What follows belongs to an exercise in optimizing a design on an open flow for small area and a short achievable clock period; a production flow would make more cautious choices.
Where RTL was checked, it was by simulation tests only, not by an equivalence proof against the original.
Only the layout flow was run in run 1; the RTL was not checked for function there.
Power and IR drop assume default switching activity.

## flow/design.v (module list and top-level ports; edited modules follow where they fit)
// module alu: 71 lines
// module row_mux4: 3 lines
// module mul_cs: 636 lines
// module csa_fa: 4 lines
// module csa_fx: 4 lines
// module csa_x2: 3 lines
// module csa_or: 3 lines
// module booth_row2: 4 lines
// module booth_row4: 4 lines
// module booth_row6: 4 lines
// module booth_row8: 4 lines
// module booth_row10: 4 lines
// module booth_row12: 4 lines
// module booth_row14: 4 lines
// module booth_row16: 4 lines
// module booth_row18: 4 lines
// module booth_row20: 4 lines
// module booth_row22: 4 lines
// module booth_row24: 4 lines
// module booth_row26: 4 lines
// module booth_row28: 4 lines
// module booth_row30: 4 lines
// module booth_row32: 4 lines
// module csa_xn: 3 lines
// module pfx_add: 540 lines
// module pfx_nand: 3 lines
// module pfx_nor: 3 lines
// module pfx_xnor: 3 lines
// module pfx_inv: 3 lines
// module pfx_aoi: 3 lines
// module pfx_oai: 3 lines
module alu #(parameter DATA_WIDTH = 32, OP = 3)
(
    input wire start,
    input wire clk,
    input wire reset_n,
    input wire [DATA_WIDTH - 1 : 0] A,
    input wire [DATA_WIDTH - 1 : 0] B,
    input wire [OP - 1 : 0] op,
    output wire [DATA_WIDTH - 1 : 0] result,
    output reg done
);
  // ...
==> flow/flow/run.sh <==
#!/bin/bash
# The standard layout flow (standard.sh, ORFS with the standard flow's config), with two changes:
#  - the ports are buffered with buf_2 cells (ORFS would pick clkdlybuf4s50_1 delay cells);
#  - repair_timing aims at a setup slack margin of 5.5 ns.
export BUFFER_PORTS_ARGS="-buffer_cell sky130_fd_sc_hd__buf_2"
bash standard.sh SETUP_SLACK_MARGIN=5.5 finish > standard.log 2>&1
==> flow/standard.sh <==
#!/bin/bash
# synth_recipe.tcl (not shown) runs the flow's synth.tcl, then flattens the netlist and writes it again
# the make line also repeats each setting of config.mk as NAME=value (left out here)
make -C /OpenROAD-flow-scripts/flow DESIGN_CONFIG=/design/flow/config.mk WORK_HOME=/design/flow/orfs CLKGATE_MAP_FILE= SYNTH_SCRIPT=/design/flow/synth_recipe.tcl "${@:-finish}"
==> flow/config.mk <==
export PLATFORM = sky130hd
export DESIGN_NAME = alu
export DESIGN_NICKNAME = alu
export VERILOG_FILES = /design/flow/design.v
export SDC_FILE = /design/flow/constraint.sdc
export NUM_CORES = 4
export LEC_CHECK = 0
export CAP_MARGIN = 20
export CORE_MARGIN = 2
export CORE_UTILIZATION = 45
export SETUP_SLACK_MARGIN = 5
export SLEW_MARGIN = 20
export SYNTH_HIERARCHICAL = 1
export SYNTH_MINIMUM_KEEP_SIZE = 0
==> flow/constraint.sdc <==
create_clock -name core_clock -period 9.5 [get_ports {clk}]
set_input_delay 1.9000 -clock core_clock [delete_from_list [all_inputs] [get_ports {clk}]]
set_output_delay 1.9000 -clock core_clock [all_outputs]
set_load 0.01 [all_outputs]
==> run summary, run 1 <==
status complete, no violations; TritonCTS Buffers 17; comb pwr 7700 uW; Final Cell Area 23100 sq um; r2r setup slk 5.56 ns; IO Pins 103; clock latency (worst-skew pair) 0.45 ns; Yosys warning count 7; Die X 205 um; most utilized layer in the global route result met2; met3 wire length 6.20 mm; post-cts hold buffer count 0; pre-CTS WS 5.03 ns; DP HPWL 40.1 mm; CTS max path bufs 2; Power Clock 698 uW; placed insts 2321; Hold Crit Endpoint done$_DFF_PN0_; IO buf count 102; clock power share 7.4%; top cell category multi-input gates; top post-synthesis cells by area fa_1 22%, xnor2_1 19%, dfxtp_1 16%; Core Rows 73; Placed Area 18200 sq um; GP Congestion 0.930; ratio of cells with drive above 1 in the final layout 45.6%; Non-clock buffer share 13.9%; simple-gate portion of the synthesized area 7.51%; Power Internal 4980 uW; vias in the first global route 15836; post-synthesis cell area 18200 sq um; cell area power density 407 nW/um^2
==> module alu, before the edit <==
module alu #(parameter DATA_WIDTH = 32, OP = 3)
(
    input wire start,
    input wire clk,
    input wire reset_n,
    input wire [DATA_WIDTH - 1 : 0] A,
    input wire [DATA_WIDTH - 1 : 0] B,
    input wire [OP - 1 : 0] op,
    output wire [DATA_WIDTH - 1 : 0] result,
    output reg done
);
  wire in_mul = (op == 3'b101);
  wire in_sub = (op == 3'b100) | (op == 3'b110);
  wire [32:0] bx = {B, 1'b0};
  reg [31:0] a_r;
  reg [2:0]  op_r;
  reg [15:0] bone_r, btwo_r, nneg_r;
  reg        done_reg;
  integer k;
  always @(posedge clk) begin
    a_r  <= A;
    op_r <= op;
    for (k = 0; k < 16; k = k + 1) begin
      bone_r[k] <= bx[2*k+1] ^ (in_mul ? bx[2*k] : in_sub);
      btwo_r[k] <= (bx[2*k+2] ^ bx[2*k+1]) & ~(bx[2*k+1] ^ bx[2*k]);
      nneg_r[k] <= ~(bx[2*k+2] ^ (in_sub & ~in_mul));
    end
  end
  always @(posedge clk or negedge reset_n) begin
    if (!reset_n) done_reg <= 1'b0;
    else          done_reg <= start && (op != 3'b011);
  end
  wire [31:0] bs;    
  genvar gb;
  generate for (gb = 0; gb < 16; gb = gb + 1) begin : brec
    assign bs[2*gb]   = bone_r[gb];
    assign bs[2*gb+1] = ~nneg_r[gb];
  end endgenerate
  wire [31:0] mxn, myn;
  mul_cs u_mul (.a(a_r), .bone(bone_r), .btwo(btwo_r), .nneg(nneg_r), .xn(mxn), .yn(myn));
  wire is_and = (op_r == 3'b000);
  wire is_or  = (op_r == 3'b001);
  wire is_add = (op_r == 3'b010);
  wire is_sub = (op_r == 3'b100);
  wire is_mul = (op_r == 3'b101);
  wire is_slt = (op_r == 3'b110);
  wire arith = is_add | is_sub | is_slt;
  wire [31:0] nx = ({32{arith}} & a_r) | ({32{is_and}} & (a_r & bs)) | ({32{is_or}} & (a_r | bs));
  wire [31:0] ny = {32{arith}} & bs;
  reg [31:0] x_r, y_r;
  wire [31:0] xd, yd;
  wire mul_n = ~is_mul;
  wire [31:0] nxn = ~nx, nyn = ~ny;
  genvar gm;
  generate for (gm = 0; gm < 32; gm = gm + 4) begin : rowmux
    row_mux4 u_x (.seln({4{mul_n}}), .an(mxn[gm+3:gm]), .bn(nxn[gm+3:gm]), .y(xd[gm+3:gm]));
    row_mux4 u_y (.seln({4{mul_n}}), .an(myn[gm+3:gm]), .bn(nyn[gm+3:gm]), .y(yd[gm+3:gm]));
  end endgenerate
  reg        cinn_r, lt_r;
  always @(posedge clk) begin
    x_r   <= xd;
    y_r   <= yd;
    cinn_r <= ~(is_sub | is_slt);
    lt_r  <= is_slt;
  end
  always @(posedge clk or negedge reset_n) begin
    if (!reset_n) done <= 1'b0;
    else          done <= done_reg;
  end
  pfx_add u_add (.x(x_r), .y(y_r), .cinn(cinn_r), .lt(lt_r), .s(result));
endmodule
==> inputs of run 2 (changes only) <==
--- a/flow/design.v
+++ b/flow/design.v
@@ -31,54 +31,53 @@
     else          done_reg <= start && (op != 3'b011);
   end
   wire [31:0] bs;    
   genvar gb;
   generate for (gb = 0; gb < 16; gb = gb + 1) begin : brec
     assign bs[2*gb]   = bone_r[gb];
     assign bs[2*gb+1] = ~nneg_r[gb];
   end endgenerate
-  wire [31:0] mxn, myn;
-  mul_cs u_mul (.a(a_r), .bone(bone_r), .btwo(btwo_r), .nneg(nneg_r), .xn(mxn), .yn(myn));
   wire is_and = (op_r == 3'b000);
   wire is_or  = (op_r == 3'b001);
   wire is_add = (op_r == 3'b010);
   wire is_sub = (op_r == 3'b100);
   wire is_mul = (op_r == 3'b101);
   wire is_slt = (op_r == 3'b110);
   wire arith = is_add | is_sub | is_slt;
   wire [31:0] nx = ({32{arith}} & a_r) | ({32{is_and}} & (a_r & bs)) | ({32{is_or}} & (a_r | bs));
   wire [31:0] ny = {32{arith}} & bs;
   reg [31:0] x_r, y_r;
   wire [31:0] xd, yd;
   wire mul_n = ~is_mul;
   wire [31:0] nxn = ~nx, nyn = ~ny;
-  genvar gm;
-  generate for (gm = 0; gm < 32; gm = gm + 4) begin : rowmux
-    row_mux4 u_x (.seln({4{mul_n}}), .an(mxn[gm+3:gm]), .bn(nxn[gm+3:gm]), .y(xd[gm+3:gm]));
-    row_mux4 u_y (.seln({4{mul_n}}), .an(myn[gm+3:gm]), .bn(nyn[gm+3:gm]), .y(yd[gm+3:gm]));
-  end endgenerate
+  mul_cs u_mul (.a(a_r), .bone(bone_r), .btwo(btwo_r), .nneg(nneg_r), .seln(mul_n), .nxn(nxn), .nyn(nyn),
+                .xd(xd), .yd(yd));
   reg        cinn_r, lt_r;
   always @(posedge clk) begin
     x_r   <= xd;
     y_r   <= yd;
     cinn_r <= ~(is_sub | is_slt);
     lt_r  <= is_slt;
   end
   always @(posedge clk or negedge reset_n) begin
     if (!reset_n) done <= 1'b0;
     else          done <= done_reg;
   end
   pfx_add u_add (.x(x_r), .y(y_r), .cinn(cinn_r), .lt(lt_r), .s(result));
 endmodule
-module row_mux4 (input wire [3:0] seln, input wire [3:0] an, input wire [3:0] bn, output wire [3:0] y);
-  assign y = ~((seln | an) & bn);
+module row_mux (input wire seln, input wire an, input wire otn, output wire y);
+  assign y = ~((seln | an) & otn);
+endmodule
+module row_mux_or (input wire seln, input wire an, input wire bn, input wire otn, output wire y);
+  assign y = ~((seln | an | bn) & otn);
 endmodule
 module mul_cs (input wire [31:0] a, input wire [15:0] bone, input wire [15:0] btwo,
-               input wire [15:0] nneg, output wire [31:0] xn, output wire [31:0] yn);
+               input wire [15:0] nneg, input wire seln, input wire [31:0] nxn, input wire [31:0] nyn,
+               output wire [31:0] xd, output wire [31:0] yd);
   wire [31:0] pn0;
   booth_row32 u_row0 (.one(bone[0]), .two(btwo[0]), .a(a[31:0]), .nneg(nneg[0]), .ppn(pn0));
   wire [29:0] pn1;
   booth_row30 u_row1 (.one(bone[1]), .two(btwo[1]), .a(a[29:0]), .nneg(nneg[1]), .ppn(pn1));
   wire [27:0] pn2;
   booth_row28 u_row2 (.one(bone[2]), .two(btwo[2]), .a(a[27:0]), .nneg(nneg[2]), .ppn(pn2));
   wire [25:0] pn3;
   booth_row26 u_row3 (.one(bone[3]), .two(btwo[3]), .a(a[25:0]), .nneg(nneg[3]), .ppn(pn3));
@@ -103,17 +102,16 @@
   wire [5:0] pn13;
   booth_row6 u_row13 (.one(bone[13]), .two(btwo[13]), .a(a[5:0]), .nneg(nneg[13]), .ppn(pn13));
   wire [3:0] pn14;
   booth_row4 u_row14 (.one(bone[14]), .two(btwo[14]), .a(a[3:0]), .nneg(nneg[14]), .ppn(pn14));
   wire [1:0] pn15;
   booth_row2 u_row15 (.one(bone[15]), .two(btwo[15]), .a(a[1:0]), .nneg(nneg[15]), .ppn(pn15));
   wire hs2_0, hc2_0;
   csa_xn u_hs2_0 (.a(nneg[1]), .b(pn0[2]), .y(hs2_0));
-  csa_or u_hc2_0 (.a(nneg[1]), .b(pn0[2]), .y(hc2_0));
   wire hs3_1, hc3_1;
   csa_xn u_hs3_1 (.a(pn0[3]), .b(pn1[1]), .y(hs3_1));
   csa_or u_hc3_1 (.a(pn0[3]), .b(pn1[1]), .y(hc3_1));
   wire fs4_2, fc4_2;
   csa_fa u_fs4_2 (.a(nneg[2]), .b(pn0[4]), .c(pn1[2]), .s(fs4_2), .co(fc4_2));
   wire hs4_3, hc4_3;
   csa_xn u_hs4_3 (.a(pn2[0]), .b(hc3_1), .y(hs4_3));
   csa_or u_hc4_3 (.a(pn2[0]), .b(hc3_1), .y(hc4_3));
@@ -130,17 +128,16 @@
   csa_xn u_hs6_8 (.a(fs6_6), .b(hc5_5), .y(hs6_8));
   csa_or u_hc6_8 (.a(fs6_6), .b(hc5_5), .y(hc6_8));
   wire fs7_9, fc7_9;
   csa_fa u_fs7_9 (.a(pn0[7]), .b(pn1[5]), .c(pn2[3]), .s(fs7_9), .co(fc7_9));
   wire fs7_10, fc7_10;
   csa_fa u_fs7_10 (.a(pn3[1]), .b(fc6_6), .c(fs7_9), .s(fs7_10), .co(fc7_10));
   wire hs7_11, hc7_11;
   csa_xn u_hs7_11 (.a(fc6_7), .b(hc6_8), .y(hs7_11));
-  csa_or u_hc7_11 (.a(fc6_7), .b(hc6_8), .y(hc7_11));
   wire fs8_12, fc8_12;
   csa_fa u_fs8_12 (.a(nneg[4]), .b(pn0[8]), .c(pn1[6]), .s(fs8_12), .co(fc8_12));
   wire fs8_13, fc8_13;
   csa_fa u_fs8_13 (.a(pn2[4]), .b(pn3[2]), .c(pn4[0]), .s(fs8_13), .co(fc8_13));
   wire fs8_14, fc8_14;
   csa_fa u_fs8_14 (.a(fc7_9), .b(fs8_12), .c(fs8_13), .s(fs8_14), .co(fc8_14));
   wire hs8_15, hc8_15;
   csa_xn u_hs8_15 (.a(fc7_10), .b(fs8_14), .y(hs8_15));
@@ -148,39 +145,36 @@
   wire fs9_16, fc9_16;
   csa_fa u_fs9_16 (.a(pn0[9]), .b(pn1[7]), .c(pn2[5]), .s(fs9_16), .co(fc9_16));
   wire fs9_17, fc9_17;
   csa_fa u_fs9_17 (.a(pn3[3]), .b(pn4[1]), .c(fc8_12), .s(fs9_17), .co(fc9_17));
   wire fs9_18, fc9_18;
   csa_fa u_fs9_18 (.a(fc8_13), .b(fs9_16), .c(fs9_17), .s(fs9_18), .co(fc9_18));
   wire hs9_19, hc9_19;
   csa_xn u_hs9_19 (.a(fc8_14), .b(hc8_15), .y(hs9_19));
-  csa_or u_hc9_19 (.a(fc8_14), .b(hc8_15), .y(hc9_19));
   wire fs10_20, fc10_20;
   csa_fa u_fs10_20 (.a(nneg[5]), .b(pn0[10]), .c(pn1[8]), .s(fs10_20), .co(fc10_20));
   wire fs10_21, fc10_21;
   csa_fa u_fs10_21 (.a(pn2[6]), .b(pn3[4]), .c(pn4[2]), .s(fs10_21), .co(fc10_21));
   wire fs10_22, fc10_22;
   csa_fa u_fs10_22 (.a(pn5[0]), .b(fc9_16), .c(fs10_20), .s(fs10_22), .co(fc10_22));
   wire fs10_23, fc10_23;
   csa_fa u_fs10_23 (.a(fs10_21), .b(fc9_17), .c(fs10_22), .s(fs10_23), .co(fc10_23));
   wire hs10_24, hc10_24;
   csa_xn u_hs10_24 (.a(fc9_18), .b(fs10_23), .y(hs10_24));
-  csa_or u_hc10_24 (.a(fc9_18), .b(fs10_23), .y(hc10_24));
   wire fs11_25, fc11_25;
   csa_fa u_fs11_25 (.a(pn0[11]), .b(pn1[9]), .c(pn2[7]), .s(fs11_25), .co(fc11_25));
   wire fs11_26, fc11_26;
   csa_fa u_fs11_26 (.a(pn3[5]), .b(pn4[3]), .c(pn5[1]), .s(fs11_26), .co(fc11_26));
   wire fs11_27, fc11_27;
   csa_fa u_fs11_27 (.a(fc10_20), .b(fc10_21), .c(fs11_25), .s(fs11_27), .co(fc11_27));
   wire fs11_28, fc11_28;
   csa_fa u_fs11_28 (.a(fs11_26), .b(fc10_22), .c(fs11_27), .s(fs11_28), .co(fc11_28));
   wire hs11_29, hc11_29;
   csa_xn u_hs11_29 (.a(fc10_23), .b(fs11_28), .y(hs11_29));
-  csa_or u_hc11_29 (.a(fc10_23), .b(fs11_28), .y(hc11_29));
   wire fs12_30, fc12_30;
   csa_fa u_fs12_30 (.a(nneg[6]), .b(pn0[12]), .c(pn1[10]), .s(fs12_30), .co(fc12_30));
   wire fs12_31, fc12_31;
   csa_fa u_fs12_31 (.a(pn2[8]), .b(pn3[6]), .c(pn4[4]), .s(fs12_31), .co(fc12_31));
   wire fs12_32, fc12_32;
   csa_fa u_fs12_32 (.a(pn5[2]), .b(pn6[0]), .c(fc11_25), .s(fs12_32), .co(fc12_32));
   wire fs12_33, fc12_33;
   csa_fa u_fs12_33 (.a(fc11_26), .b(fs12_30), .c(fs12_31), .s(fs12_33), .co(fc12_33));
@@ -196,81 +190,76 @@
   wire fs13_38, fc13_38;
   csa_fa u_fs13_38 (.a(pn6[1]), .b(fc12_30), .c(fc12_31), .s(fs13_38), .co(fc13_38));
   wire fs13_39, fc13_39;
   csa_fa u_fs13_39 (.a(fs13_36), .b(fs13_37), .c(fc12_32), .s(fs13_39), .co(fc13_39));
   wire fs13_40, fc13_40;
   csa_fa u_fs13_40 (.a(fc12_33), .b(fs13_38), .c(fs13_39), .s(fs13_40), .co(fc13_40));
   wire hs13_41, hc13_41;
   csa_xn u_hs13_41 (.a(fc12_34), .b(hc12_35), .y(hs13_41));
-  csa_or u_hc13_41 (.a(fc12_34), .b(hc12_35), .y(hc13_41));
   wire fs14_42, fc14_42;
   csa_fa u_fs14_42 (.a(nneg[7]), .b(pn0[14]), .c(pn1[12]), .s(fs14_42), .co(fc14_42));
   wire fs14_43, fc14_43;
   csa_fa u_fs14_43 (.a(pn2[10]), .b(pn3[8]), .c(pn4[6]), .s(fs14_43), .co(fc14_43));
   wire fs14_44, fc14_44;
   csa_fa u_fs14_44 (.a(pn5[4]), .b(pn6[2]), .c(pn7[0]), .s(fs14_44), .co(fc14_44));
   wire fs14_45, fc14_45;
   csa_fa u_fs14_45 (.a(fc13_36), .b(fc13_37), .c(fs14_42), .s(fs14_45), .co(fc14_45));
   wire fs14_46, fc14_46;
   csa_fa u_fs14_46 (.a(fs14_43), .b(fs14_44), .c(fc13_38), .s(fs14_46), .co(fc14_46));
   wire fs14_47, fc14_47;
   csa_fa u_fs14_47 (.a(fs14_45), .b(fc13_39), .c(fs14_46), .s(fs14_47), .co(fc14_47));
   wire hs14_48, hc14_48;
   csa_xn u_hs14_48 (.a(fc13_40), .b(fs14_47), .y(hs14_48));
-  csa_or u_hc14_48 (.a(fc13_40), .b(fs14_47), .y(hc14_48));
   wire fs15_49, fc15_49;
   csa_fa u_fs15_49 (.a(pn0[15]), .b(pn1[13]), .c(pn2[11]), .s(fs15_49), .co(fc15_49));
   wire fs15_50, fc15_50;
   csa_fa u_fs15_50 (.a(pn3[9]), .b(pn4[7]), .c(pn5[5]), .s(fs15_50), .co(fc15_50));
   wire fs15_51, fc15_51;
   csa_fa u_fs15_51 (.a(pn6[3]), .b(pn7[1]), .c(fc14_42), .s(fs15_51), .co(fc15_51));
   wire fs15_52, fc15_52;
   csa_fa u_fs15_52 (.a(fc14_43), .b(fc14_44), .c(fs15_49), .s(fs15_52), .co(fc15_52));
   wire fs15_53, fc15_53;
   csa_fa u_fs15_53 (.a(fs15_50), .b(fc14_45), .c(fs15_51), .s(fs15_53), .co(fc15_53));
   wire fs15_54, fc15_54;
   csa_fa u_fs15_54 (.a(fs15_52), .b(fc14_46), .c(fs15_53), .s(fs15_54), .co(fc15_54));
   wire hs15_55, hc15_55;
   csa_xn u_hs15_55 (.a(fc14_47), .b(fs15_54), .y(hs15_55));
-  csa_or u_hc15_55 (.a(fc14_47), .b(fs15_54), .y(hc15_55));
   wire fs16_56, fc16_56;
   csa_fa u_fs16_56 (.a(nneg[8]), .b(pn0[16]), .c(pn1[14]), .s(fs16_56), .co(fc16_56));
   wire fs16_57, fc16_57;
   csa_fa u_fs16_57 (.a(pn2[12]), .b(pn3[10]), .c(pn4[8]), .s(fs16_57), .co(fc16_57));
   wire fs16_58, fc16_58;
   csa_fa u_fs16_58 (.a(pn5[6]), .b(pn6[4]), .c(pn7[2]), .s(fs16_58), .co(fc16_58));
   wire fs16_59, fc16_59;
   csa_fa u_fs16_59 (.a(pn8[0]), .b(fc15_49), .c(fc15_50), .s(fs16_59), .co(fc16_59));
   wire fs16_60, fc16_60;
   csa_fa u_fs16_60 (.a(fs16_56), .b(fs16_57), .c(fs16_58), .s(fs16_60), .co(fc16_60));
   wire fs16_61, fc16_61;
   csa_fa u_fs16_61 (.a(fc15_51), .b(fc15_52), .c(fs16_59), .s(fs16_61), .co(fc16_61));
   wire fs16_62, fc16_62;
   csa_fa u_fs16_62 (.a(fs16_60), .b(fc15_53), .c(fs16_61), .s(fs16_62), .co(fc16_62));
   wire hs16_63, hc16_63;
   csa_xn u_hs16_63 (.a(fc15_54), .b(fs16_62), .y(hs16_63));
-  csa_or u_hc16_63 (.a(fc15_54), .b(fs16_62), .y(hc16_63));
   wire fs17_64, fc17_64;
   csa_fa u_fs17_64 (.a(pn0[17]), .b(pn1[15]), .c(pn2[13]), .s(fs17_64), .co(fc17_64));
   wire fs17_65, fc17_65;
   csa_fa u_fs17_65 (.a(pn3[11]), .b(pn4[9]), .c(pn5[7]), .s(fs17_65), .co(fc17_65));
   wire fs17_66, fc17_66;
   csa_fa u_fs17_66 (.a(pn6[5]), .b(pn7[3]), .c(pn8[1]), .s(fs17_66), .co(fc17_66));
   wire fs17_67, fc17_67;
   csa_fa u_fs17_67 (.a(fc16_56), .b(fc16_57), .c(fc16_58), .s(fs17_67), .co(fc17_67));
   wire fs17_68, fc17_68;
   csa_fa u_fs17_68 (.a(fs17_64), .b(fs17_65), .c(fs17_66), .s(fs17_68), .co(fc17_68));
   wire fs17_69, fc17_69;
   csa_fa u_fs17_69 (.a(fc16_59), .b(fc16_60), .c(fs17_67), .s(fs17_69), .co(fc17_69));
   wire fs17_70, fc17_70;
   csa_fa u_fs17_70 (.a(fs17_68), .b(fc16_61), .c(fs17_69), .s(fs17_70), .co(fc17_70));
   wire hs17_71, hc17_71;
   csa_xn u_hs17_71 (.a(fc16_62), .b(fs17_70), .y(hs17_71));
-  csa_or u_hc17_71 (.a(fc16_62), .b(fs17_70), .y(hc17_71));
   wire fs18_72, fc18_72;
   csa_fa u_fs18_72 (.a(nneg[9]), .b(pn0[18]), .c(pn1[16]), .s(fs18_72), .co(fc18_72));
   wire fs18_73, fc18_73;
   csa_fa u_fs18_73 (.a(pn2[14]), .b(pn3[12]), .c(pn4[10]), .s(fs18_73), .co(fc18_73));
   wire fs18_74, fc18_74;
   csa_fa u_fs18_74 (.a(pn5[8]), .b(pn6[6]), .c(pn7[4]), .s(fs18_74), .co(fc18_74));
   wire fs18_75, fc18_75;
   csa_fa u_fs18_75 (.a(pn8[2]), .b(pn9[0]), .c(fc17_64), .s(fs18_75), .co(fc18_75));
@@ -298,17 +287,16 @@
   wire fs19_86, fc19_86;
   csa_fa u_fs19_86 (.a(fs19_83), .b(fc18_75), .c(fc18_76), .s(fs19_86), .co(fc19_86));
   wire fs19_87, fc19_87;
   csa_fa u_fs19_87 (.a(fs19_84), .b(fs19_85), .c(fc18_77), .s(fs19_87), .co(fc19_87));
   wire fs19_88, fc19_88;
   csa_fa u_fs19_88 (.a(fs19_86), .b(fc18_78), .c(fs19_87), .s(fs19_88), .co(fc19_88));
   wire hs19_89, hc19_89;
   csa_xn u_hs19_89 (.a(fc18_79), .b(hc18_80), .y(hs19_89));
-  csa_or u_hc19_89 (.a(fc18_79), .b(hc18_80), .y(hc19_89));
   wire fs20_90, fc20_90;
   csa_fa u_fs20_90 (.a(nneg[10]), .b(pn0[20]), .c(pn1[18]), .s(fs20_90), .co(fc20_90));
   wire fs20_91, fc20_91;
   csa_fa u_fs20_91 (.a(pn2[16]), .b(pn3[14]), .c(pn4[12]), .s(fs20_91), .co(fc20_91));
   wire fs20_92, fc20_92;
   csa_fa u_fs20_92 (.a(pn5[10]), .b(pn6[8]), .c(pn7[6]), .s(fs20_92), .co(fc20_92));
   wire fs20_93, fc20_93;
   csa_fa u_fs20_93 (.a(pn8[4]), .b(pn9[2]), .c(pn10[0]), .s(fs20_93), .co(fc20_93));
@@ -319,17 +307,16 @@
   wire fs20_96, fc20_96;
   csa_fa u_fs20_96 (.a(fs20_93), .b(fc19_84), .c(fc19_85), .s(fs20_96), .co(fc20_96));
   wire fs20_97, fc20_97;
   csa_fa u_fs20_97 (.a(fs20_94), .b(fs20_95), .c(fc19_86), .s(fs20_97), .co(fc20_97));
   wire fs20_98, fc20_98;
   csa_fa u_fs20_98 (.a(fs20_96), .b(fc19_87), .c(fs20_97), .s(fs20_98), .co(fc20_98));
   wire hs20_99, hc20_99;
   csa_xn u_hs20_99 (.a(fc19_88), .b(fs20_98), .y(hs20_99));
-  csa_or u_hc20_99 (.a(fc19_88), .b(fs20_98), .y(hc20_99));
   wire fs21_100, fc21_100;
   csa_fa u_fs21_100 (.a(pn0[21]), .b(pn1[19]), .c(pn2[17]), .s(fs21_100), .co(fc21_100));
   wire fs21_101, fc21_101;
   csa_fa u_fs21_101 (.a(pn3[15]), .b(pn4[13]), .c(pn5[11]), .s(fs21_101), .co(fc21_101));
   wire fs21_102, fc21_102;
   csa_fa u_fs21_102 (.a(pn6[9]), .b(pn7[7]), .c(pn8[5]), .s(fs21_102), .co(fc21_102));
   wire fs21_103, fc21_103;
   csa_fa u_fs21_103 (.a(pn9[3]), .b(pn10[1]), .c(fc20_90), .s(fs21_103), .co(fc21_103));
@@ -340,17 +327,16 @@
   wire fs21_106, fc21_106;
   csa_fa u_fs21_106 (.a(fc20_94), .b(fs21_103), .c(fc20_95), .s(fs21_106), .co(fc21_106));
   wire fs21_107, fc21_107;
   csa_fa u_fs21_107 (.a(fs21_104), .b(fs21_105), .c(fc20_96), .s(fs21_107), .co(fc21_107));
   wire fs21_108, fc21_108;
   csa_fa u_fs21_108 (.a(fs21_106), .b(fc20_97), .c(fs21_107), .s(fs21_108), .co(fc21_108));
   wire hs21_109, hc21_109;
   csa_xn u_hs21_109 (.a(fc20_98), .b(fs21_108), .y(hs21_109));
-  csa_or u_hc21_109 (.a(fc20_98), .b(fs21_108), .y(hc21_109));
   wire fs22_110, fc22_110;
   csa_fa u_fs22_110 (.a(nneg[11]), .b(pn0[22]), .c(pn1[20]), .s(fs22_110), .co(fc22_110));
   wire fs22_111, fc22_111;
   csa_fa u_fs22_111 (.a(pn2[18]), .b(pn3[16]), .c(pn4[14]), .s(fs22_111), .co(fc22_111));
   wire fs22_112, fc22_112;
   csa_fa u_fs22_112 (.a(pn5[12]), .b(pn6[10]), .c(pn7[8]), .s(fs22_112), .co(fc22_112));
   wire fs22_113, fc22_113;
   csa_fa u_fs22_113 (.a(pn8[6]), .b(pn9[4]), .c(pn10[2]), .s(fs22_113), .co(fc22_113));
@@ -363,17 +349,16 @@
   wire fs22_117, fc22_117;
   csa_fa u_fs22_117 (.a(fc21_104), .b(fc21_105), .c(fs22_114), .s(fs22_117), .co(fc22_117));
   wire fs22_118, fc22_118;
   csa_fa u_fs22_118 (.a(fs22_115), .b(fs22_116), .c(fc21_106), .s(fs22_118), .co(fc22_118));
   wire fs22_119, fc22_119;
   csa_fa u_fs22_119 (.a(fs22_117), .b(fc21_107), .c(fs22_118), .s(fs22_119), .co(fc22_119));
   wire hs22_120, hc22_120;
   csa_xn u_hs22_120 (.a(fc21_108), .b(fs22_119), .y(hs22_120));
-  csa_or u_hc22_120 (.a(fc21_108), .b(fs22_119), .y(hc22_120));
   wire fs23_121, fc23_121;
   csa_fa u_fs23_121 (.a(pn0[23]), .b(pn1[21]), .c(pn2[19]), .s(fs23_121), .co(fc23_121));
   wire fs23_122, fc23_122;
   csa_fa u_fs23_122 (.a(pn3[17]), .b(pn4[15]), .c(pn5[13]), .s(fs23_122), .co(fc23_122));
   wire fs23_123, fc23_123;
   csa_fa u_fs23_123 (.a(pn6[11]), .b(pn7[9]), .c(pn8[7]), .s(fs23_123), .co(fc23_123));
   wire fs23_124, fc23_124;
   csa_fa u_fs23_124 (.a(pn9[5]), .b(pn10[3]), .c(pn11[1]), .s(fs23_124), .co(fc23_124));
@@ -386,17 +371,16 @@
   wire fs23_128, fc23_128;
   csa_fa u_fs23_128 (.a(fc22_115), .b(fs23_125), .c(fs23_126), .s(fs23_128), .co(fc23_128));
   wire fs23_129, fc23_129;
   csa_fa u_fs23_129 (.a(fc22_116), .b(fs23_127), .c(fc22_117), .s(fs23_129), .co(fc23_129));
   wire fs23_130, fc23_130;
   csa_fa u_fs23_130 (.a(fs23_128), .b(fc22_118), .c(fs23_129), .s(fs23_130), .co(fc23_130));
   wire hs23_131, hc23_131;
   csa_xn u_hs23_131 (.a(fc22_119), .b(fs23_130), .y(hs23_131));
-  csa_or u_hc23_131 (.a(fc22_119), .b(fs23_130), .y(hc23_131));
   wire fs24_132, fc24_132;
   csa_fa u_fs24_132 (.a(nneg[12]), .b(pn0[24]), .c(pn1[22]), .s(fs24_132), .co(fc24_132));
   wire fs24_133, fc24_133;
   csa_fa u_fs24_133 (.a(pn2[20]), .b(pn3[18]), .c(pn4[16]), .s(fs24_133), .co(fc24_133));
   wire fs24_134, fc24_134;
   csa_fa u_fs24_134 (.a(pn5[14]), .b(pn6[12]), .c(pn7[10]), .s(fs24_134), .co(fc24_134));
   wire fs24_135, fc24_135;
   csa_fa u_fs24_135 (.a(pn8[8]), .b(pn9[6]), .c(pn10[4]), .s(fs24_135), .co(fc24_135));
@@ -411,17 +395,16 @@
   wire fs24_140, fc24_140;
   csa_fa u_fs24_140 (.a(fc23_126), .b(fs24_137), .c(fs24_138), .s(fs24_140), .co(fc24_140));
   wire fs24_141, fc24_141;
   csa_fa u_fs24_141 (.a(fc23_127), .b(fs24_139), .c(fc23_128), .s(fs24_141), .co(fc24_141));
   wire fs24_142, fc24_142;
   csa_fa u_fs24_142 (.a(fs24_140), .b(fc23_129), .c(fs24_141), .s(fs24_142), .co(fc24_142));
   wire hs24_143, hc24_143;
   csa_xn u_hs24_143 (.a(fc23_130), .b(fs24_142), .y(hs24_143));
-  csa_or u_hc24_143 (.a(fc23_130), .b(fs24_142), .y(hc24_143));
   wire fs25_144, fc25_144;
   csa_fa u_fs25_144 (.a(pn0[25]), .b(pn1[23]), .c(pn2[21]), .s(fs25_144), .co(fc25_144));
   wire fs25_145, fc25_145;
   csa_fa u_fs25_145 (.a(pn3[19]), .b(pn4[17]), .c(pn5[15]), .s(fs25_145), .co(fc25_145));
   wire fs25_146, fc25_146;
   csa_fa u_fs25_146 (.a(pn6[13]), .b(pn7[11]), .c(pn8[9]), .s(fs25_146), .co(fc25_146));
   wire fs25_147, fc25_147;
   csa_fa u_fs25_147 (.a(pn9[7]), .b(pn10[5]), .c(pn11[3]), .s(fs25_147), .co(fc25_147));
@@ -436,17 +419,16 @@
   wire fs25_152, fc25_152;
   csa_fa u_fs25_152 (.a(fs25_148), .b(fs25_149), .c(fs25_150), .s(fs25_152), .co(fc25_152));
   wire fs25_153, fc25_153;
   csa_fa u_fs25_153 (.a(fc24_139), .b(fc24_140), .c(fs25_151), .s(fs25_153), .co(fc25_153));
   wire fs25_154, fc25_154;
   csa_fa u_fs25_154 (.a(fs25_152), .b(fc24_141), .c(fs25_153), .s(fs25_154), .co(fc25_154));
   wire hs25_155, hc25_155;
   csa_xn u_hs25_155 (.a(fc24_142), .b(fs25_154), .y(hs25_155));
-  csa_or u_hc25_155 (.a(fc24_142), .b(fs25_154), .y(hc25_155));
   wire fs26_156, fc26_156;
   csa_fa u_fs26_156 (.a(nneg[13]), .b(pn0[26]), .c(pn1[24]), .s(fs26_156), .co(fc26_156));
   wire fs26_157, fc26_157;
   csa_fa u_fs26_157 (.a(pn2[22]), .b(pn3[20]), .c(pn4[18]), .s(fs26_157), .co(fc26_157));
   wire fs26_158, fc26_158;
   csa_fa u_fs26_158 (.a(pn5[16]), .b(pn6[14]), .c(pn7[12]), .s(fs26_158), .co(fc26_158));
   wire fs26_159, fc26_159;
   csa_fa u_fs26_159 (.a(pn8[10]), .b(pn9[8]), .c(pn10[6]), .s(fs26_159), .co(fc26_159));
@@ -463,17 +445,16 @@
   wire fs26_165, fc26_165;
   csa_fa u_fs26_165 (.a(fs26_161), .b(fs26_162), .c(fs26_163), .s(fs26_165), .co(fc26_165));
   wire fs26_166, fc26_166;
   csa_fa u_fs26_166 (.a(fc25_151), .b(fc25_152), .c(fs26_164), .s(fs26_166), .co(fc26_166));
   wire fs26_167, fc26_167;
   csa_fa u_fs26_167 (.a(fs26_165), .b(fc25_153), .c(fs26_166), .s(fs26_167), .co(fc26_167));
   wire hs26_168, hc26_168;
   csa_xn u_hs26_168 (.a(fc25_154), .b(fs26_167), .y(hs26_168));
-  csa_or u_hc26_168 (.a(fc25_154), .b(fs26_167), .y(hc26_168));
   wire fs27_169, fc27_169;
   csa_fa u_fs27_169 (.a(pn0[27]), .b(pn1[25]), .c(pn2[23]), .s(fs27_169), .co(fc27_169));
   wire fs27_170, fc27_170;
   csa_fa u_fs27_170 (.a(pn3[21]), .b(pn4[19]), .c(pn5[17]), .s(fs27_170), .co(fc27_170));
   wire fs27_171, fc27_171;
   csa_fa u_fs27_171 (.a(pn6[15]), .b(pn7[13]), .c(pn8[11]), .s(fs27_171), .co(fc27_171));
   wire fs27_172, fc27_172;
   csa_fa u_fs27_172 (.a(pn9[9]), .b(pn10[7]), .c(pn11[5]), .s(fs27_172), .co(fc27_172));
@@ -519,17 +500,16 @@
   wire fs28_192, fc28_192;
   csa_fa u_fs28_192 (.a(fs28_189), .b(fc27_176), .c(fs28_190), .s(fs28_192), .co(fc28_192));
   wire fs28_193, fc28_193;
   csa_fa u_fs28_193 (.a(fc27_177), .b(fs28_191), .c(fc27_178), .s(fs28_193), .co(fc28_193));
   wire fs28_194, fc28_194;
   csa_fa u_fs28_194 (.a(fs28_192), .b(fc27_179), .c(fs28_193), .s(fs28_194), .co(fc28_194));
   wire hs28_195, hc28_195;
   csa_xn u_hs28_195 (.a(fc27_180), .b(hc27_181), .y(hs28_195));
-  csa_or u_hc28_195 (.a(fc27_180), .b(hc27_181), .y(hc28_195));
   wire fs29_196, fc29_196;
   csa_fa u_fs29_196 (.a(pn0[29]), .b(pn1[27]), .c(pn2[25]), .s(fs29_196), .co(fc29_196));
   wire fs29_197, fc29_197;
   csa_fa u_fs29_197 (.a(pn3[23]), .b(pn4[21]), .c(pn5[19]), .s(fs29_197), .co(fc29_197));
   wire fs29_198, fc29_198;
   csa_fa u_fs29_198 (.a(pn6[17]), .b(pn7[15]), .c(pn8[13]), .s(fs29_198), .co(fc29_198));
   wire fs29_199, fc29_199;
   csa_fa u_fs29_199 (.a(pn9[11]), .b(pn10[9]), .c(pn11[7]), .s(fs29_199), .co(fc29_199));
@@ -548,17 +528,16 @@
   wire fs29_206, fc29_206;
   csa_fa u_fs29_206 (.a(fs29_203), .b(fc28_190), .c(fc28_191), .s(fs29_206), .co(fc29_206));
   wire fs29_207, fc29_207;
   csa_fa u_fs29_207 (.a(fs29_204), .b(fs29_205), .c(fc28_192), .s(fs29_207), .co(fc29_207));
   wire fs29_208, fc29_208;
   csa_fa u_fs29_208 (.a(fs29_206), .b(fc28_193), .c(fs29_207), .s(fs29_208), .co(fc29_208));
   wire hs29_209, hc29_209;
   csa_xn u_hs29_209 (.a(fc28_194), .b(fs29_208), .y(hs29_209));
-  csa_or u_hc29_209 (.a(fc28_194), .b(fs29_208), .y(hc29_209));
   wire fs30_210, fc30_210;
   csa_fa u_fs30_210 (.a(nneg[15]), .b(pn0[30]), .c(pn1[28]), .s(fs30_210), .co(fc30_210));
   wire fs30_211, fc30_211;
   csa_fa u_fs30_211 (.a(pn2[26]), .b(pn3[24]), .c(pn4[22]), .s(fs30_211), .co(fc30_211));
   wire fs30_212, fc30_212;
   csa_fa u_fs30_212 (.a(pn5[20]), .b(pn6[18]), .c(pn7[16]), .s(fs30_212), .co(fc30_212));
   wire fs30_213, fc30_213;
   csa_fa u_fs30_213 (.a(pn8[14]), .b(pn9[12]), .c(pn10[10]), .s(fs30_213), .co(fc30_213));
@@ -579,17 +558,16 @@
   wire fs30_221, fc30_221;
   csa_fa u_fs30_221 (.a(fs30_218), .b(fc29_204), .c(fc29_205), .s(fs30_221), .co(fc30_221));
   wire fs30_222, fc30_222;
   csa_fa u_fs30_222 (.a(fs30_219), .b(fs30_220), .c(fc29_206), .s(fs30_222), .co(fc30_222));
   wire fs30_223, fc30_223;
   csa_fa u_fs30_223 (.a(fs30_221), .b(fc29_207), .c(fs30_222), .s(fs30_223), .co(fc30_223));
   wire hs30_224, hc30_224;
   csa_xn u_hs30_224 (.a(fc29_208), .b(fs30_223), .y(hs30_224));
-  csa_or u_hc30_224 (.a(fc29_208), .b(fs30_223), .y(hc30_224));
   wire x31_225;
   csa_xn u_x31_225 (.a(pn0[31]), .b(pn1[29]), .y(x31_225));
   wire x31_226;
   csa_xn u_x31_226 (.a(pn2[27]), .b(pn3[25]), .y(x31_226));
   wire x31_227;
   csa_xn u_x31_227 (.a(pn4[23]), .b(pn5[21]), .y(x31_227));
   wire x31_228;
   csa_xn u_x31_228 (.a(pn6[19]), .b(pn7[17]), .y(x31_228));
@@ -638,80 +616,80 @@
   wire x31_250;
   csa_xn u_x31_250 (.a(x31_248), .b(x31_249), .y(x31_250));
   wire x31_251;
   csa_xn u_x31_251 (.a(fc30_221), .b(x31_250), .y(x31_251));
   wire x31_252;
   csa_xn u_x31_252 (.a(x31_251), .b(fc30_222), .y(x31_252));
   wire x31_253;
   csa_xn u_x31_253 (.a(x31_252), .b(fc30_223), .y(x31_253));
-  assign xn[0] = pn0[0];
-  assign yn[0] = nneg[0];
-  assign xn[1] = pn0[1];
-  assign yn[1] = 1'b1;
-  assign xn[2] = pn1[0];
-  assign yn[2] = hs2_0;
-  assign xn[3] = hc2_0;
-  assign yn[3] = hs3_1;
-  assign xn[4] = fs4_2;
-  assign yn[4] = hs4_3;
-  assign xn[5] = fs5_4;
-  assign yn[5] = hs5_5;
-  assign xn[6] = fs6_7;
-  assign yn[6] = hs6_8;
-  assign xn[7] = fs7_10;
-  assign yn[7] = hs7_11;
-  assign xn[8] = hc7_11;
-  assign yn[8] = hs8_15;
-  assign xn[9] = fs9_18;
-  assign yn[9] = hs9_19;
-  assign xn[10] = hc9_19;
-  assign yn[10] = hs10_24;
-  assign xn[11] = hc10_24;
-  assign yn[11] = hs11_29;
-  assign xn[12] = hc11_29;
-  assign yn[12] = hs12_35;
-  assign xn[13] = fs13_40;
-  assign yn[13] = hs13_41;
-  assign xn[14] = hc13_41;
-  assign yn[14] = hs14_48;
-  assign xn[15] = hc14_48;
-  assign yn[15] = hs15_55;
-  assign xn[16] = hc15_55;
-  assign yn[16] = hs16_63;
-  assign xn[17] = hc16_63;
-  assign yn[17] = hs17_71;
-  assign xn[18] = hc17_71;
-  assign yn[18] = hs18_80;
-  assign xn[19] = fs19_88;
-  assign yn[19] = hs19_89;
-  assign xn[20] = hc19_89;
-  assign yn[20] = hs20_99;
-  assign xn[21] = hc20_99;
-  assign yn[21] = hs21_109;
-  assign xn[22] = hc21_109;
-  assign yn[22] = hs22_120;
-  assign xn[23] = hc22_120;
-  assign yn[23] = hs23_131;
-  assign xn[24] = hc23_131;
-  assign yn[24] = hs24_143;
-  assign xn[25] = hc24_143;
-  assign yn[25] = hs25_155;
-  assign xn[26] = hc25_155;
-  assign yn[26] = hs26_168;
-  assign xn[27] = hc26_168;
-  assign yn[27] = hs27_181;
-  assign xn[28] = fs28_194;
-  assign yn[28] = hs28_195;
-  assign xn[29] = hc28_195;
-  assign yn[29] = hs29_209;
-  assign xn[30] = hc29_209;
-  assign yn[30] = hs30_224;
-  assign xn[31] = hc30_224;
-  assign yn[31] = x31_253;
+  row_mux u_xd0 (.seln(seln), .an(pn0[0]), .otn(nxn[0]), .y(xd[0]));
+  row_mux u_yd0 (.seln(seln), .an(nneg[0]), .otn(nyn[0]), .y(yd[0]));
+  row_mux u_xd1 (.seln(seln), .an(pn0[1]), .otn(nxn[1]), .y(xd[1]));
+  row_mux u_yd1 (.seln(seln), .an(1'b1), .otn(nyn[1]), .y(yd[1]));
+  row_mux u_xd2 (.seln(seln), .an(pn1[0]), .otn(nxn[2]), .y(xd[2]));
+  row_mux u_yd2 (.seln(seln), .an(hs2_0), .otn(nyn[2]), .y(yd[2]));
+  row_mux_or u_xd3 (.seln(seln), .an(nneg[1]), .bn(pn0[2]), .otn(nxn[3]), .y(xd[3]));
+  row_mux u_yd3 (.seln(seln), .an(hs3_1), .otn(nyn[3]), .y(yd[3]));
+  row_mux u_xd4 (.seln(seln), .an(fs4_2), .otn(nxn[4]), .y(xd[4]));
+  row_mux u_yd4 (.seln(seln), .an(hs4_3), .otn(nyn[4]), .y(yd[4]));
+  row_mux u_xd5 (.seln(seln), .an(fs5_4), .otn(nxn[5]), .y(xd[5]));
+  row_mux u_yd5 (.seln(seln), .an(hs5_5), .otn(nyn[5]), .y(yd[5]));
+  row_mux u_xd6 (.seln(seln), .an(fs6_7), .otn(nxn[6]), .y(xd[6]));
+  row_mux u_yd6 (.seln(seln), .an(hs6_8), .otn(nyn[6]), .y(yd[6]));
+  row_mux u_xd7 (.seln(seln), .an(fs7_10), .otn(nxn[7]), .y(xd[7]));
+  row_mux u_yd7 (.seln(seln), .an(hs7_11), .otn(nyn[7]), .y(yd[7]));
+  row_mux_or u_xd8 (.seln(seln), .an(fc6_7), .bn(hc6_8), .otn(nxn[8]), .y(xd[8]));
+  row_mux u_yd8 (.seln(seln), .an(hs8_15), .otn(nyn[8]), .y(yd[8]));
+  row_mux u_xd9 (.seln(seln), .an(fs9_18), .otn(nxn[9]), .y(xd[9]));
+  row_mux u_yd9 (.seln(seln), .an(hs9_19), .otn(nyn[9]), .y(yd[9]));
+  row_mux_or u_xd10 (.seln(seln), .an(fc8_14), .bn(hc8_15), .otn(nxn[10]), .y(xd[10]));
+  row_mux u_yd10 (.seln(seln), .an(hs10_24), .otn(nyn[10]), .y(yd[10]));
+  row_mux_or u_xd11 (.seln(seln), .an(fc9_18), .bn(fs10_23), .otn(nxn[11]), .y(xd[11]));
+  row_mux u_yd11 (.seln(seln), .an(hs11_29), .otn(nyn[11]), .y(yd[11]));
+  row_mux_or u_xd12 (.seln(seln), .an(fc10_23), .bn(fs11_28), .otn(nxn[12]), .y(xd[12]));
+  row_mux u_yd12 (.seln(seln), .an(hs12_35), .otn(nyn[12]), .y(yd[12]));
+  row_mux u_xd13 (.seln(seln), .an(fs13_40), .otn(nxn[13]), .y(xd[13]));
+  row_mux u_yd13 (.seln(seln), .an(hs13_41), .otn(nyn[13]), .y(yd[13]));
+  row_mux_or u_xd14 (.seln(seln), .an(fc12_34), .bn(hc12_35), .otn(nxn[14]), .y(xd[14]));
+  row_mux u_yd14 (.seln(seln), .an(hs14_48), .otn(nyn[14]), .y(yd[14]));
+  row_mux_or u_xd15 (.seln(seln), .an(fc13_40), .bn(fs14_47), .otn(nxn[15]), .y(xd[15]));
+  row_mux u_yd15 (.seln(seln), .an(hs15_55), .otn(nyn[15]), .y(yd[15]));
+  row_mux_or u_xd16 (.seln(seln), .an(fc14_47), .bn(fs15_54), .otn(nxn[16]), .y(xd[16]));
+  row_mux u_yd16 (.seln(seln), .an(hs16_63), .otn(nyn[16]), .y(yd[16]));
+  row_mux_or u_xd17 (.seln(seln), .an(fc15_54), .bn(fs16_62), .otn(nxn[17]), .y(xd[17]));
+  row_mux u_yd17 (.seln(seln), .an(hs17_71), .otn(nyn[17]), .y(yd[17]));
+  row_mux_or u_xd18 (.seln(seln), .an(fc16_62), .bn(fs17_70), .otn(nxn[18]), .y(xd[18]));
+  row_mux u_yd18 (.seln(seln), .an(hs18_80), .otn(nyn[18]), .y(yd[18]));
+  row_mux u_xd19 (.seln(seln), .an(fs19_88), .otn(nxn[19]), .y(xd[19]));
+  row_mux u_yd19 (.seln(seln), .an(hs19_89), .otn(nyn[19]), .y(yd[19]));
+  row_mux_or u_xd20 (.seln(seln), .an(fc18_79), .bn(hc18_80), .otn(nxn[20]), .y(xd[20]));
+  row_mux u_yd20 (.seln(seln), .an(hs20_99), .otn(nyn[20]), .y(yd[20]));
+  row_mux_or u_xd21 (.seln(seln), .an(fc19_88), .bn(fs20_98), .otn(nxn[21]), .y(xd[21]));
+  row_mux u_yd21 (.seln(seln), .an(hs21_109), .otn(nyn[21]), .y(yd[21]));
+  row_mux_or u_xd22 (.seln(seln), .an(fc20_98), .bn(fs21_108), .otn(nxn[22]), .y(xd[22]));
+  row_mux u_yd22 (.seln(seln), .an(hs22_120), .otn(nyn[22]), .y(yd[22]));
+  row_mux_or u_xd23 (.seln(seln), .an(fc21_108), .bn(fs22_119), .otn(nxn[23]), .y(xd[23]));
+  row_mux u_yd23 (.seln(seln), .an(hs23_131), .otn(nyn[23]), .y(yd[23]));
+  row_mux_or u_xd24 (.seln(seln), .an(fc22_119), .bn(fs23_130), .otn(nxn[24]), .y(xd[24]));
+  row_mux u_yd24 (.seln(seln), .an(hs24_143), .otn(nyn[24]), .y(yd[24]));
+  row_mux_or u_xd25 (.seln(seln), .an(fc23_130), .bn(fs24_142), .otn(nxn[25]), .y(xd[25]));
+  row_mux u_yd25 (.seln(seln), .an(hs25_155), .otn(nyn[25]), .y(yd[25]));
+  row_mux_or u_xd26 (.seln(seln), .an(fc24_142), .bn(fs25_154), .otn(nxn[26]), .y(xd[26]));
+  row_mux u_yd26 (.seln(seln), .an(hs26_168), .otn(nyn[26]), .y(yd[26]));
+  row_mux_or u_xd27 (.seln(seln), .an(fc25_154), .bn(fs26_167), .otn(nxn[27]), .y(xd[27]));
+  row_mux u_yd27 (.seln(seln), .an(hs27_181), .otn(nyn[27]), .y(yd[27]));
+  row_mux u_xd28 (.seln(seln), .an(fs28_194), .otn(nxn[28]), .y(xd[28]));
+  row_mux u_yd28 (.seln(seln), .an(hs28_195), .otn(nyn[28]), .y(yd[28]));
+  row_mux_or u_xd29 (.seln(seln), .an(fc27_180), .bn(hc27_181), .otn(nxn[29]), .y(xd[29]));
+  row_mux u_yd29 (.seln(seln), .an(hs29_209), .otn(nyn[29]), .y(yd[29]));
+  row_mux_or u_xd30 (.seln(seln), .an(fc28_194), .bn(fs29_208), .otn(nxn[30]), .y(xd[30]));
+  row_mux u_yd30 (.seln(seln), .an(hs30_224), .otn(nyn[30]), .y(yd[30]));
+  row_mux_or u_xd31 (.seln(seln), .an(fc29_208), .bn(fs30_223), .otn(nxn[31]), .y(xd[31]));
+  row_mux u_yd31 (.seln(seln), .an(x31_253), .otn(nyn[31]), .y(yd[31]));
 endmodule
 module csa_fa (input wire a, input wire b, input wire c, output wire s, output wire co);
   assign s  = a ^ b ^ c;
   assign co = (a & b) | (a & c) | (b & c);
 endmodule
 module csa_fx (input wire t, input wire a, input wire c, output wire s, output wire co);
   assign s  = t ^ c;
   assign co = t ? c : a;
==> flow/flow/run.sh (replaced) <==
#!/bin/bash
# The standard layout flow (standard.sh, ORFS with the standard flow's config), with two changes:
#  - the ports are buffered with buf_2 cells (ORFS would pick clkdlybuf4s50_1 delay cells);
#  - repair_timing aims at a setup slack margin of 4.6 ns.
export BUFFER_PORTS_ARGS="-buffer_cell sky130_fd_sc_hd__buf_2"
bash standard.sh SETUP_SLACK_MARGIN=4.6 finish > standard.log 2>&1
==> run 2 against run 1 <==
- die area fell by 2.3%
- register-to-register slack got worse by 0.59 ns
- core utilization fell by 9.6 points
- sequential power fell by about 10%
==> run summary, run 2 <==
first-pass GRT wire length 89.9 mm; post-route ant nets 0; top post-synthesis cells by area fa_1 22%, xnor2_1 19%, dfxtp_1 17%; WL final 58.3 mm; Via density 5.99; most frequent cell after synthesis xnor2_1; Final Hold Violating Endpoints 0; Worst Tran Pin Value 1.08 ns; Fmax achieved 220 MHz; die area 41000 sq um; antenna violations before repair 0; Top FF cell, synth dfxtp_1; cell taking the most area after synthesis fa_1; CP Max Fanout 5; Synth Instances 1754; peak supply drop 653 uV; Core Rows 72 (-1.4%); GRT overflow 0; post-synthesis cell area 17700 sq um (-2.4%); MaxCap Viol Count 0; Unique masters post-synth 42; Post-synth EDFFs 0; commonest non-fill, non-tap cell in the layout xnor2_1; Storage cell area 3040 sq um; multi-input gate area in the final layout 13600 sq um; pre-CTS WS 5.05 ns (+0.0198 ns); CTS max path bufs 2 (unchanged); Synth Register Bits 151; final net count 2075; Mapped Avg Cell Area 10.1 sq um; Slew Limit Fails 0; Root Buffer clkbuf_16; post-cts hold buffer count 0 (unchanged); Yosys warning count 7 (unchanged); pin count of the biggest net entering global routing 65; start of the worst register-to-register path bone_r[7]$_DFF_P_; Die H 203 um; Final Skew 0.00865 ns; TritonCTS Buffers 17 (unchanged); DP HPWL 40.0 mm (-0.25%); syn_nets 2020; critical-path cell list xnor2_1, o21ai_1, a21oi_2, o21ai_1, a21oi_2, o21ai_1, xor2_1, nor2_1, buf_2; GP Congestion 0.912 (-1.9%); Tot GR Track Use 28.6%; Yosys top cell area share 22.1%; relative slew slack 27.6%; worst stage delay on the critical path 0.44 ns; Hold Crit Class reg2reg; CP delay by family, top compound AO/OA/AOI/OAI gates; cell area power density 428 nW/um^2 (+5.1%); Seq/Total Area, Yosys 17.1%; Crit. End Element output pin; drt drc 0; Crit Path Class reg2out; post-cts gate resize count 0; Via Count 14022; Starting Density 45.7%; CTS tree yes; CP bufs+invs 1; IO Pins 103 (unchanged); Worst EP required 7.60 ns; CTS H-tree depth 4; P&R area growth vs syn 5.94%; startpoint types flop; biggest regs a_r (32), x_r (32), y_r (32); Post-CTS Setup Inserts 0; min-delay src done_reg$_DFF_PN0_; status complete, no violations; clk sinks 151; Die X 203 um (-1.2%); Reg clk slew, reported paths 0.07 ns; IO buf count 102 (unchanged); PnR worst setup slack 4.95 ns; most frequent cells in the layout 389 x xnor2_1, 196 x fa_1, 155 x nand2_1; most used cell, CP o21ai_1; Setup TNS 0 ns; fin crit share 47.9%; most instantiated cells after synthesis 389 x xnor2_1, 196 x fa_1, 155 x nand2_1; fillcell total 3693; crit path launch x_r[0]$_DFF_P_; ratio of cells with drive above 1 in the final layout 22.6% (-23 points); RSZ-0062 raised after global routing false; vias in the first global route 14850 (-6.2%); asr flop ratio synth 1.32%; Ant. Diodes 0; Pleak 0.00640 uW; CP Data Arrival Time 2.65 ns; DR iter-0 viols 1453; Period minus WS final 4.55 ns; Core ar. 38800 sq um; Routed WL per cell 24.9 um; # setup viols final 0; first-pass iteration count of the detailed router 6; clock latency (worst-skew pair) 0.44 ns (about the same); Crit-path slowest cell o21ai_1
[run 2: cell count changes in the layout (fill, tap and decap cells not counted), moves of 47 or more]
cell	previous run	this run
buf_4	170	43
nor2_1	41	94
xnor2_1	328	389
dfxtp_1	42	144
dfxtp_4	59	0
o21ai_2	47	0
[run 2: worst paths after layout]
| check | endpoint | slack [ns] | cells past startpoint |
|---|---|---|---|
| max in group asynchronous | done$_DFF_PN0_ | 8.17 | 1 |
| min in group asynchronous | done_reg$_DFF_PN0_ | 1.23 | 1 |
| worst min register to register | done$_DFF_PN0_ | 0.36 | 0 |
| worst max-delay path | result[31] | 4.95 | 9 |
| worst max register to register | y_r[29]$_DFF_P_ | 4.97 | 10 |
| worst min-delay path | done$_DFF_PN0_ | 0.36 | 0 |
[run 2: layer usage]
metal	wire, um	vias to the layer above	global-route usage [%]	share of wire [%]
met3	5450	125	6.50	9.3
met1	24200	6936	37.5	41
met2	26500	786	46.1	46
li1	-	6175	-	-
met5	0	-	0	0
met4	2170	0	10.8	3.7
[run 2: final cells by class]
cell class              count  area share, %
multi-input cells        1466           72.6
flip-flops and latches    151           16.2
repair buffers            145           4.43
well taps                 518           3.45
clock buffers              20           2.32
inverters                  28          0.559
clock inverters            12          0.512
[run 2: power by group]
group          total [uW]  internal, uW  switching, uW
logic                6490          3060           3430
registers             916           763            152
clock network         638           338            301
[run 2: logic make-up after synthesis]
| family | Yosys count | synth area share [%] |
|---|---|---|
| simple gates | 292 | 6.95 |
| flops | 151 | 17.1 |
| compound gates | 551 | 26.7 |
| other cells | 1 | 0.0211 |
| xor+xnor | 426 | 21.0 |
| fa+ha+maj | 196 | 22.1 |
| buf+inv | 137 | 6.12 |
[run 2: metrics by stage]
step / instances / util (%) / hold WS [ns] / instance area (sq um) / power, uW
after CTS: 2340 / 48.4 / 0.359 / 18800 / 7990
after floorplan: 1754 / - / 0.331 / 17700 / 6110
after detailed placement: 2308 / 47.1 / 0.346 / 18300 / 7360
after global routing: 2340 / 48.4 / 0.368 / 18800 / 8740
after global placement: 2308 / 47.0 / 0.343 / 18300 / 7270
final: 2340 / 48.4 / 0.357 / 18800 / 8040
[run 2: modules after synthesis (local to each module, per instance), a selection]
module / flops+latches / cell area [sq um] / times used / cells
booth_row12: 0 / 262 / 1 / 27
booth_row22: 0 / 510 / 1 / 51
row_mux_or: 0 / 12.5 / 21 / 1
booth_row32: 0 / 591 / 1 / 74
booth_row16: 0 / 369 / 1 / 37
csa_fa: 0 / 20.0 / 196 / 1
row_mux: 0 / 5.00 / 43 / 1
booth_row26: 0 / 632 / 1 / 61
mul_cs: 0 / 3.75 / 1 / 1
csa_xn: 0 / 8.76 / 58 / 1
pfx_add: 0 / 504 / 1 / 69
==> inputs of run 3 (changes only) <==
==> flow/flow/run.sh (replaced) <==
#!/bin/bash
# The standard layout flow (standard.sh, ORFS with the standard flow's config), with two changes:
#  - the ports are buffered with buf_2 cells (ORFS would pick clkdlybuf4s50_1 delay cells);
#  - repair_timing aims at a setup slack margin of 5.25 ns.
export BUFFER_PORTS_ARGS="-buffer_cell sky130_fd_sc_hd__buf_2"
bash standard.sh SETUP_SLACK_MARGIN=5.25 finish > standard.log 2>&1
==> run 3 against run 2 <==
- fmax is 8.3% higher
- routed wire length is 3.1% higher
- non-clock buffer count is 29 higher
- design area is 8.5% higher
- first-iteration DRC count is 6.3% higher
- sequential share of layout area is 0.78 points lower
- core utilization is 4.1 points higher
- power is 8.0% higher
- cell count is 1.2% higher
- via count is 2.7% higher
- clock power is 15% higher
- critical endpoint is now result[0]
- highest routed layer is now met5
==> run summary, run 3 <==
Final Hold Violating Endpoints 0 (unchanged); relative slew slack 36.7% (+9.0 points); die area 41000 sq um (unchanged); commonest non-fill, non-tap cell in the layout xnor2_1; post-synthesis cell area 17700 sq um (unchanged); Synth Instances 1754 (unchanged); Routed WL per cell 25.4 um (+1.9%); Worst EP required 7.60 ns (about the same); # setup viols final 0 (unchanged); Gate power share 80.2% (-0.5 points); clk sinks 151 (unchanged); IO Pins 103 (unchanged); cell taking the most area after synthesis fa_1; CTS H-tree depth 4 (unchanged); TritonCTS Buffers 17 (unchanged); Yosys top cell area share 22.1% (unchanged); Fmax achieved 238 MHz (+8.3%); drt drc 0 (unchanged); post-cts hold buffer count 0 (unchanged); Post-synth EDFFs 0 (unchanged); WL final 60.2 mm (+3.1%); Core Rows 72 (unchanged); most used cell, CP a21oi_2; Slew Limit Fails 0 (unchanged); startpoint types flop; CTS tree yes; Unique masters post-synth 42 (unchanged); worst stage delay on the critical path 0.39 ns (-0.05 ns); Crit. End Element output pin; RSZ-0062 raised after global routing true; Net Switching 4160 uW (+7.2%); Seq pwr share 11.4% (about the same); pin count of the biggest net entering global routing 65 (unchanged); top post-synthesis cells by area fa_1 22%, xnor2_1 19%, dfxtp_1 17%; Mapped Avg Cell Area 10.1 sq um (unchanged); CP delay by family, top compound AO/OA/AOI/OAI gates; DR iter-0 viols 1544 (+6.3%); final net count 2104 (+1.4%); ratio of cells with drive above 1 in the final layout 33.7% (+11 points); peak supply drop 376 uV (-42%); Ant. Diodes 0 (unchanged); Starting Density 45.7% (unchanged); most frequent cell after synthesis xnor2_1; clock latency (worst-skew pair) 0.44 ns (about the same); first-pass iteration count of the detailed router 6 (unchanged); P&R area growth vs syn 15.0%; PnR worst setup slack 5.30 ns (+0.350 ns); CP Data Arrival Time 2.30 ns (-0.35 ns); syn_nets 2020 (unchanged); placed insts 2311 (+0.13%); Seq/Total Area, Yosys 17.1% (unchanged); CP Max Fanout 4 (-1); Power Internal 4530 uW (+8.7%); first-pass GRT wire length 91.2 mm (+1.5%); Root Buffer clkbuf_16; Switching Fraction 47.9% (-0.34 points); Crit Path Class reg2out; Finished Layout Cells 2369 (+1.2%); Reg clk slew, reported paths 0.08 ns (about the same); biggest regs a_r (32), x_r (32), y_r (32); Synth Register Bits 151 (unchanged); CP bufs+invs 1 (unchanged); Die X 203 um (unchanged); fillcell total 3494 (-5.4%); CTS max path bufs 2 (unchanged); DP HPWL 40.1 mm (+0.26%); Tot GR Track Use 29.2% (+0.55 points); Via density 6.08 (+1.4%); most instantiated cells after synthesis 389 x xnor2_1, 196 x fa_1, 155 x nand2_1; MaxCap Viol Count 0 (unchanged); asr flop ratio synth 1.32% (unchanged); most frequent cells in the layout 354 x xnor2_1, 196 x fa_1, 146 x nand2_1; Die H 203 um (unchanged); GP Congestion 0.886 (-2.8%); post-route ant nets 0 (unchanged); Worst Tran Pin Value 0.948 ns (-0.136 ns); Final Skew 0.0213 ns (+0.0126 ns); Yosys warning count 7 (unchanged); Crit-path slowest cell dfxtp_1; vias in the first global route 15059 (+1.4%); cell area power density 426 nW/um^2 (-0.50%); clock power share 8.4% (+0.5 points); fin crit share 44.2% (-3.7 points); Top FF cell, synth dfxtp_1; Pleak 0.00697 uW (+8.8%); Core ar. 38800 sq um (unchanged); Setup TNS 0 ns (unchanged); pre-CTS WS 4.97 ns (-0.0795 ns); antenna violations before repair 1 (+1); Via Count 14401 (+2.7%); status complete, no violations; Hold Crit Class reg2reg; IO buf count 102 (unchanged); critical-path cell list xnor2_2, nor2_1, a21oi_2, o21ai_1, a21oi_2, o21ai_1, a21oi_2, nand2_1, o21ai_0, buf_2; Period minus WS final 4.20 ns (-0.350 ns); GRT overflow 0 (unchanged)
## run 3: cell counts after synthesis
Identical to the previous run, type by type.
## run 3: repair_timing
| action | in CTS | in global routing |
|---|---|---|
| gates cloned | 0 | 1 |
| buffers inserted | 3 | 22 |
| endpoints found under the setup margin | 30 | 28 |
| gates resized for setup | 81 | 216 |
| pin swaps | 3 | 34 |
## run 3: path summary, 6_finish.rpt
kind	start	slack, ns	depth (start not counted)	end
worst max register to register	btwo_r[5]$_DFF_P_	5.31	11	y_r[28]$_DFF_P_
max in group asynchronous	reset_n	8.16	1	done_reg$_DFF_PN0_
min in group asynchronous	reset_n	1.24	1	done$_DFF_PN0_
worst max-delay path	y_r[30]$_DFF_P_	5.30	10	result[0]
worst min-delay path	done_reg$_DFF_PN0_	0.36	0	done$_DFF_PN0_
worst min register to register	done_reg$_DFF_PN0_	0.36	0	done$_DFF_PN0_
## run 3: per-layer routing
metal / routed length (um) / part of all wire [%] / global-route usage, %
met1: 24300 / 40 / 38.4
met2: 28000 / 46 / 46.3
met3: 6030 / 10 / 7.19
met4: 1850 / 3.1 / 11.1
met5: 12 / 0.020 / 0
## run 3: cell type report
cell class	count	area, sq um	share of cell area [%]
tap	518	648	3.18
inverter	28	105	0.515
sequential	151	3140	15.4
timing repair buffer	174	1310	6.40
clock buffer	20	447	2.19
clock inverter	12	166	0.816
multi-input combinational	1466	14600	71.5
## run 3: metrics by stage
step	hold WS, ns	utilization [%]	power, uW	area (sq um)
floorplan	0.331	-	6110	17800
global placement	0.342	47.1	7330	18300
detailed placement	0.340	47.1	7480	18300
CTS	0.365	49.7	8300	19300
global route	0.370	52.6	9370	20400
finish	0.364	52.6	8690	20400
## run 3: per-module statistics from Yosys (local to each module, per instance), excerpt
module / copies in the design / flip-flops and latches
booth_row30: 1 / 0
csa_or: 8 / 0
mul_cs: 1 / 0
booth_row2: 1 / 0
booth_row24: 1 / 0
booth_row32: 1 / 0
row_mux_or: 21 / 0
booth_row8: 1 / 0
pfx_nand: 78 / 0
pfx_oai: 78 / 0
booth_row4: 1 / 0
pfx_aoi: 57 / 0
## run 3: power by group through the flow
stage | clock (uW) | sequential, uW | combinational (uW)
after CTS | 740 | 938 | 6630
after global routing | 770 | 1010 | 7590
final | 732 | 991 | 6960
after detailed placement | 0 | 925 | 6550
after floorplan | 0 | 881 | 5230
after global placement | 0 | 922 | 6410
## run 3: cells by family after synthesis
kind of cell	after synthesis	synth area share (%)
other cells	1	0.0211
simple gates	292	6.95
compound gates	551	26.7
fa+ha+maj	196	22.1
buf+inv	137	6.12
xor+xnor	426	21.0
flops	151	17.1

## what the ideal ports hide
The flow's constraints put no driver on any port. The routed layouts listed below were extracted and timed again, unchanged, in two steps. Step 1: set_driving_cell puts a clkbuf_16 on clk and a buf_2 on each other input, an assumption about the parent block. Step 2, shift: input delay + t, output delay - t, t = (earliest + latest rising clock arrival at the registers) / 2. This alone moves slack from input paths to output paths. Slacks: ideal ports / drivers / drivers and shift; pairs: ideal ports / drivers.
| run | shift t [ns] | slack for setup (ns) | latest minus earliest clock arrival (ns) |
|---|---|---|---|
| run 1 | 0.495 | 5.279 / 5.224 / 5.561 | 0.013 / 0.013 |
| run 2 | 0.483 | 4.953 / 4.902 / 4.974 | 0.013 / 0.012 |
| run 3 | 0.481 | 5.303 / 5.252 / 5.314 | 0.025 / 0.025 |
After both steps every run listed still meets setup and hold.
